Source: an optimization exercise on an open RTL-to-GDS flow (aim: a short achievable clock period). Production flows keep margins and buffers that such runs may drop. Only simulation tests tie the RTL to the original design; equivalence was not proved. No driver is modelled on the clock port, so clocking that relies on it looks cheaper here than on a real chip. No activity file was given, so power comes from the tool's default toggle rates.

==> run a: inputs <==
## Basic_ALU
module Basic_ALU (
    clock,
    reset,
    enable,
    aluin1,
    aluin2,
    aluoperation,
    aluopselect,
    aluout
);
    input               clock, reset, enable;
    input      [31:0]   aluin1, aluin2;
    input      [2:0]    aluoperation, aluopselect;
    output reg [32:0]   aluout;
    wire [31:0] a = aluin1;
    wire [31:0] b = aluin2;
    wire is_add = (aluoperation == 3'd1);
    wire is_sub = (aluoperation == 3'd2);
    wire is_not = (aluoperation == 3'd3);
    wire is_and = (aluoperation == 3'd4);
    wire is_or  = (aluoperation == 3'd5);
    wire is_xor = (aluoperation == 3'd6);
    wire is_op  = is_add | is_sub | is_not | is_and | is_or | is_xor;
    wire [31:0] a_g0 = a & b;
    wire [31:0] a_t0 = a | b;
    wire [31:0] s_graw = a & ~b;
    wire [31:0] s_t0 = a | ~b;
    wire [31:0] s_g0 = {s_graw[31:1], s_t0[0]};
    wire [31:0] a_g1, a_t1;
    assign a_g1[0] = a_g0[0];
    assign a_t1[0] = a_t0[0];
    assign a_g1[1] = a_g0[1] | (a_t0[1] & a_g0[0]);
    assign a_t1[1] = a_t0[1] & a_t0[0];
    assign a_g1[2] = a_g0[2] | (a_t0[2] & a_g0[1]);
    assign a_t1[2] = a_t0[2] & a_t0[1];
    assign a_g1[3] = a_g0[3] | (a_t0[3] & a_g0[2]);
    assign a_t1[3] = a_t0[3] & a_t0[2];
    assign a_g1[4] = a_g0[4] | (a_t0[4] & a_g0[3]);
    assign a_t1[4] = a_t0[4] & a_t0[3];
    assign a_g1[5] = a_g0[5] | (a_t0[5] & a_g0[4]);
    assign a_t1[5] = a_t0[5] & a_t0[4];
    assign a_g1[6] = a_g0[6] | (a_t0[6] & a_g0[5]);
    assign a_t1[6] = a_t0[6] & a_t0[5];
    assign a_g1[7] = a_g0[7] | (a_t0[7] & a_g0[6]);
    assign a_t1[7] = a_t0[7] & a_t0[6];
    assign a_g1[8] = a_g0[8] | (a_t0[8] & a_g0[7]);
    assign a_t1[8] = a_t0[8] & a_t0[7];
    assign a_g1[9] = a_g0[9] | (a_t0[9] & a_g0[8]);
    assign a_t1[9] = a_t0[9] & a_t0[8];
    assign a_g1[10] = a_g0[10] | (a_t0[10] & a_g0[9]);
    assign a_t1[10] = a_t0[10] & a_t0[9];
    assign a_g1[11] = a_g0[11] | (a_t0[11] & a_g0[10]);
    assign a_t1[11] = a_t0[11] & a_t0[10];
    assign a_g1[12] = a_g0[12] | (a_t0[12] & a_g0[11]);
    assign a_t1[12] = a_t0[12] & a_t0[11];
    assign a_g1[13] = a_g0[13] | (a_t0[13] & a_g0[12]);
    assign a_t1[13] = a_t0[13] & a_t0[12];
    assign a_g1[14] = a_g0[14] | (a_t0[14] & a_g0[13]);
    assign a_t1[14] = a_t0[14] & a_t0[13];
  ...
export LEC_CHECK = 0
export CAP_MARGIN = 20
export CORE_MARGIN = 2
export CORE_UTILIZATION = 20
export SETUP_SLACK_MARGIN = 3.6
export SLEW_MARGIN = 20
create_clock -name core_clock -period 6.0 [get_ports {clock}]
standard.sh (not shown) runs the stock make flow with config.mk's settings and CLKGATE_MAP_FILE= SYNTH_SCRIPT=/design/flow/synth_recipe.tcl, a recipe that flattens the netlist after the stock synthesis.
==> flow/flow/run.sh <==
#!/bin/bash
# Own layout flow: the standard ORFS flow (standard.sh) with a different synthesis step.
#  - flow/gate_synth.tcl present: the design is the hand-mapped gate netlist flow/alu_gates.v
#    (generated by gen/gen_gates.py; same function and register names as rtl/Basic_ALU.v).
set -euo pipefail
here=$(pwd)
args=()
if [ -f flow/gate_synth.tcl ]; then
  export MY_GATES=$here/flow/alu_gates.v
  args+=(SYNTH_SCRIPT=$here/flow/gate_synth.tcl)
elif [ -f flow/my_synth.tcl ]; then
  export MY_ABC_SCRIPT=$here/flow/abc.script
  if [ -f flow/keep.txt ]; then export MY_ABC_KEEP="$(cat flow/keep.txt)"; fi
  args+=(SYNTH_SCRIPT=$here/flow/my_synth.tcl ADDER_MAP_FILE=)
fi
if [ -f flow/post_cts.tcl ]; then args+=(POST_CTS_TCL=$here/flow/post_cts.tcl); fi
bash standard.sh "${args[@]}" finish > $here/flow_make.log 2>&1 || { tail -50 $here/flow_make.log; exit 1; }
tail -5 $here/flow_make.log
test -f out/final.def
==> flow/flow/abc.script <==
strash
dch -f
map -p
topo
buffer -p -c
upsize -c
dnsize -c
stime -c
==> flow/flow/keep.txt <==
inv buf nand2 nand3 nor2 nor3 a21oi o21ai a22oi o22ai xor2 xnor2 mux2i
==> flow/flow/my_synth.tcl <==
# The standard flow's synthesis script (synth_recipe.tcl) with one change: Yosys's abc call uses
# the ABC script named by MY_ABC_SCRIPT, and, when MY_ABC_KEEP lists cell families,
# ABC maps only onto those families (the other combinational cells are dont_use for
# ABC only; the rest of the flow may still use them).
proc synth {args} { yosys synth -nofsm -noshare {*}$args }
proc abc {args} {
  if {[info exists ::env(MY_ABC_SCRIPT)] && $::env(MY_ABC_SCRIPT) ne ""} {
    set i [lsearch -exact $args -script]
    if {$i >= 0} { set args [lreplace $args $i [expr {$i+1}] -script $::env(MY_ABC_SCRIPT)] }
  }
  if {[info exists ::env(MY_ABC_KEEP)] && $::env(MY_ABC_KEEP) ne ""} {
    set keep $::env(MY_ABC_KEEP)
    set f [open [lindex $::env(LIB_FILES) 0] r]
    set text [read $f]
    close $f
    foreach {m name base} [regexp -all -inline {cell\s*\(\s*"?(sky130_fd_sc_hd__([a-z0-9_]+?)_[0-9]+)"?\s*\)} $text] {
      if {[lsearch -exact $keep $base] < 0} { lappend args -dont_use $name }
    }
  }
  puts "MY_ABC: $args"
  yosys abc {*}$args
}
source $::env(SCRIPTS_DIR)/synth.tcl
# left out here: clear keep_hierarchy, flatten, clean up, hide names made inside functions, write 1_2_yosys.v
==> run b: changes against run a <==
--- a/flow/flow/run.sh
+++ b/flow/flow/run.sh
@@ -1,11 +1,12 @@
 #!/bin/bash
 # Own layout flow: the standard ORFS flow (standard.sh) with a different synthesis step.
-#  - flow/gate_synth.tcl present: the design is the hand-mapped gate netlist flow/alu_gates.v
-#    (generated by gen/gen_gates.py; same function and register names as rtl/Basic_ALU.v).
+#  - flow/gate_synth.tcl present: the design is a hand-mapped gate netlist that
+#    flow/gen_gates.py writes to alu_gates.v (same function and register names as rtl/Basic_ALU.v).
 set -euo pipefail
 here=$(pwd)
 args=()
 if [ -f flow/gate_synth.tcl ]; then
-  export MY_GATES=$here/flow/alu_gates.v
+  python3 flow/gen_gates.py > $here/alu_gates.v
+  export MY_GATES=$here/alu_gates.v
   args+=(SYNTH_SCRIPT=$here/flow/gate_synth.tcl)
 elif [ -f flow/my_synth.tcl ]; then
==> flow/flow/post_cts.tcl (new file) <==
# Extra setup repair after CTS (sourced by ORFS's cts.tcl as POST_CTS_TCL):
# a longer repair_timing run, then a greedy sizer that tries every drive strength
# of each cell on the worst path and keeps the one that gives the best worst slack.
log_cmd estimate_parasitics -placement
puts "post_cts: WS before [worst_slack -max]"
set margin [expr {[info exists ::env(SETUP_SLACK_MARGIN)] ? $::env(SETUP_SLACK_MARGIN) : 0}]
log_cmd repair_timing -setup -setup_margin $margin -repair_tns 100 -max_passes 1000 -sequence "sizeup,swap"
puts "post_cts: WS after repair_timing [worst_slack -max]"
estimate_parasitics -placement
puts "post_cts: WS after repair re-estimated [worst_slack -max]"

proc size_family {cell} {
  set name [get_name $cell]
  if {![regexp {^(sky130_fd_sc_hd__[a-z0-9_]+?)_([0-9]+)$} $name -> base sz]} { return {} }
  set res {}
  foreach c [get_lib_cells ${base}_*] {
    set n [get_name $c]
    if {![regexp "^${base}_\[0-9\]+\$" $n]} continue
    set bad 0
    foreach pat $::env(DONT_USE_CELLS) { if {[string match $pat $n]} { set bad 1 } }
    if {!$bad} { lappend res $n }
  }
  return $res
}
proc path_insts {} {
  set pe [lindex [find_timing_paths -path_delay max -group_path_count 1] 0]
  set insts {}
  foreach pin [[$pe path] pins] {
    set pn [get_full_name $pin]
    set k [string last "/" $pn]
    if {$k < 0} continue
    set iname [string range $pn 0 [expr {$k-1}]]
    if {[lsearch -exact $insts $iname] < 0} { lappend insts $iname }
  }
  return $insts
}
set stall 0
for {set it 0} {$it < 80 && $stall < 3} {incr it} {
  set ws_start [worst_slack -max]
  foreach iname [path_insts] {
    set inst [get_cells $iname]
    set cur [get_name [get_lib_cells -of_objects $inst]]
    if {[string match "*__df*" $cur] || [string match "*clkbuf*" $cur]} continue
    set best $cur; set bestws [worst_slack -max]
    foreach c [size_family [get_lib_cells -of_objects $inst]] {
      if {$c eq $cur} continue
      replace_cell $inst $c
      estimate_parasitics -placement
      set ws [worst_slack -max]
      if {$ws > $bestws + 1e-5} { set best $c; set bestws $ws }
    }
    replace_cell $inst $best
    estimate_parasitics -placement
  }
  set ws_end [worst_slack -max]
  if {$ws_end > $ws_start + 1e-4} { set stall 0 } else { incr stall }
}
puts "post_cts: WS after sizer [worst_slack -max]"
estimate_parasitics -placement
puts "post_cts: WS after sizer re-estimated [worst_slack -max]"
set result [catch { detailed_placement } msg]
if { $result != 0 } { error "post_cts: detailed placement failed: $msg" }
check_placement -verbose
log_cmd estimate_parasitics -placement
puts "post_cts: WS after legalization [worst_slack -max]"
SETUP_SLACK_MARGIN = 5   (was 3.6)
==> run c: changes against run a <==
==> flow/flow/run.sh (replaced) <==
#!/bin/bash
# Own layout flow: the standard ORFS flow (standard.sh) with a different synthesis step.
#  - flow/gate_synth.tcl present: the design is a hand-mapped gate netlist that
#    flow/gen_gates.py writes to alu_gates.v (same function and register names as rtl/Basic_ALU.v).
set -euo pipefail
here=$(pwd)
args=()
if [ -f flow/gate_synth.tcl ]; then
  python3 flow/gen_gates.py > $here/alu_gates.v
  export MY_GATES=$here/alu_gates.v
  args+=(SYNTH_SCRIPT=$here/flow/gate_synth.tcl)
elif [ -f flow/my_synth.tcl ]; then
  export MY_ABC_SCRIPT=$here/flow/abc.script
  if [ -f flow/keep.txt ]; then export MY_ABC_KEEP="$(cat flow/keep.txt)"; fi
  args+=(SYNTH_SCRIPT=$here/flow/my_synth.tcl ADDER_MAP_FILE=)
fi
if [ -f flow/post_cts.tcl ]; then args+=(POST_CTS_TCL=$here/flow/post_cts.tcl); fi
if [ -f flow/post_grt.tcl ]; then args+=(POST_GLOBAL_ROUTE_TCL=$here/flow/post_grt.tcl); fi
bash standard.sh "${args[@]}" finish > $here/flow_make.log 2>&1 || { tail -50 $here/flow_make.log; exit 1; }
tail -5 $here/flow_make.log
test -f out/final.def
==> flow/flow/abc.script (replaced) <==
strash
dch -f
map -p
mfs2
strash
dch -f
map -p
topo
buffer -p -c
upsize -c
dnsize -c
stime -c
==> flow/flow/post_cts.tcl (new file) <==
# Extra setup repair after CTS (sourced by ORFS's cts.tcl as POST_CTS_TCL):
# a longer repair_timing run, then a greedy sizer that tries every drive strength
# of each cell on the worst path and keeps the one that gives the best worst slack.
log_cmd estimate_parasitics -placement
puts "post_cts: WS before [worst_slack -max]"
set margin [expr {[info exists ::env(SETUP_SLACK_MARGIN)] ? $::env(SETUP_SLACK_MARGIN) : 0}]
log_cmd repair_timing -setup -setup_margin $margin -repair_tns 100 -max_passes 1000 -sequence "sizeup,swap"
puts "post_cts: WS after repair_timing [worst_slack -max]"
estimate_parasitics -placement
puts "post_cts: WS after repair re-estimated [worst_slack -max]"

proc size_family {cell} {
  set name [get_name $cell]
  if {![regexp {^(sky130_fd_sc_hd__[a-z0-9_]+?)_([0-9]+)$} $name -> base sz]} { return {} }
  set res {}
  foreach c [get_lib_cells ${base}_*] {
    set n [get_name $c]
    if {![regexp "^${base}_\[0-9\]+\$" $n]} continue
    set bad 0
    foreach pat $::env(DONT_USE_CELLS) { if {[string match $pat $n]} { set bad 1 } }
    if {!$bad} { lappend res $n }
  }
  return $res
}
proc path_insts {} {
  set pe [lindex [find_timing_paths -path_delay max -group_path_count 1] 0]
  set insts {}
  foreach pin [[$pe path] pins] {
    set pn [get_full_name $pin]
    set k [string last "/" $pn]
    if {$k < 0} continue
    set iname [string range $pn 0 [expr {$k-1}]]
    if {[lsearch -exact $insts $iname] < 0} { lappend insts $iname }
  }
  return $insts
}
set stall 0
for {set it 0} {$it < 80 && $stall < 3} {incr it} {
  set ws_start [worst_slack -max]
  foreach iname [path_insts] {
    set inst [get_cells $iname]
    set cur [get_name [get_lib_cells -of_objects $inst]]
    if {[string match "*__df*" $cur] || [string match "*clkbuf*" $cur]} continue
    set best $cur; set bestws [worst_slack -max]
    foreach c [size_family [get_lib_cells -of_objects $inst]] {
      if {$c eq $cur} continue
      replace_cell $inst $c
      estimate_parasitics -placement
      set ws [worst_slack -max]
      if {$ws > $bestws + 1e-5} { set best $c; set bestws $ws }
    }
    replace_cell $inst $best
    estimate_parasitics -placement
  }
  set ws_end [worst_slack -max]
  if {$ws_end > $ws_start + 1e-4} { set stall 0 } else { incr stall }
}
puts "post_cts: WS after sizer [worst_slack -max]"
estimate_parasitics -placement
puts "post_cts: WS after sizer re-estimated [worst_slack -max]"
set result [catch { detailed_placement } msg]
if { $result != 0 } { error "post_cts: detailed placement failed: $msg" }
check_placement -verbose
log_cmd estimate_parasitics -placement
puts "post_cts: WS after legalization [worst_slack -max]"
==> flow/flow/post_grt.tcl (new file) <==
# Extra setup repair after global routing (sourced by ORFS's global_route.tcl as
# POST_GLOBAL_ROUTE_TCL): a longer repair_timing run on global-route parasitics,
# then legalization, incremental re-route of the changed nets and new route guides.
log_cmd estimate_parasitics -global_routing
puts "post_grt: WS before [worst_slack -max]"
set margin [expr {[info exists ::env(SETUP_SLACK_MARGIN)] ? $::env(SETUP_SLACK_MARGIN) : 0}]
log_cmd global_route -start_incremental
log_cmd repair_timing -setup -setup_margin $margin -repair_tns 100 -max_passes 1000 -sequence "sizeup,swap"
log_cmd detailed_placement
log_cmd global_route -end_incremental
log_cmd estimate_parasitics -global_routing
puts "post_grt: WS after [worst_slack -max]"
check_placement -verbose
write_guides $::env(RESULTS_DIR)/route.guide
CORE_UTILIZATION = 30   (was 20)
SETUP_SLACK_MARGIN = 5   (was 3.6)
==> comparison table <==
item	run a	run b	run c
Portion of synthesized cell area occupied by the leading cell type	0.163	0.163	0.163
Number of rows in the core area	74	74	57
Total global-route track usage	0.211	0.234	0.331
Data required time at the worst endpoint	6.19 ns	6.19 ns	6.20 ns
Flip-flop and latch share of the layout cell area	0.0507	0.0455	0.0474
Antenna Diode Count	0	1	0
Power attributed to sequential cells	0.253 mW	0.260 mW	0.253 mW
Number of multi-input combinational cells	1217	1215	1086
Area of all placed cells without fillers	0.0131 mm2	0.0158 mm2	0.0150 mm2
Via count of the first global-routing pass	11700	12600	10900
Pint	0.829 mW	0.999 mW	0.982 mW
Result of the run	complete, no violations	complete, no violations	complete, no violations
Met1 track demand over resource	0.281	0.304	0.440
Maximum number of pins on one net before global-route repair	33	30	26
Non-Filler Instances	2239	2321	2000
Iteration-0 DRC count of the detailed router	1579	1560	1458
Initial antenna violation count	0	1	0
Simple-gate area share of the yosys netlist	0.325	0.325	0.329
Non-clock buffers, area share	0.164	0.219	0.228
Share of power burned in registers	0.142	0.125	0.126

==> what the ideal ports hide <==
The results above use ideal ports. As a check the final layouts listed here were re-extracted and re-timed, cells and wires unchanged. Step 1 assumes that a clkbuf_16 drives the clock port and a buf_2 every other input. Step 2 times the ports against the registers' clock, not the clock port: input delays grow and output delays shrink by t, the midpoint of the rising clock arrivals with the driver on. Slacks: ideal ports / drivers / drivers and shift; pairs: ideal ports / drivers.
run | shift t [ns] | slack for setup (ns) | hold WS [ns] | latest minus earliest clock arrival (ns) | worst register clock-pin slew, ns
run a | 0.354 | 3.479 / 3.471 / 3.116 | 0.476 / 0.476 / 0.476 | 0.014 / 0.015 | 0.08 / 0.08
run b | 0.368 | 3.538 / 3.465 / 3.097 | 0.487 / 0.487 / 0.487 | 0.007 / 0.007 | 0.07 / 0.07
run c | 0.356 | 3.588 / 3.580 / 3.224 | 0.478 / 0.478 / 0.478 | 0.006 / 0.005 | 0.08 / 0.08
After both steps setup and hold are still met in every run listed. For run b, which loses most, drivers alone change the setup slack by -0.073 ns; drivers and shift together by -0.441 ns.
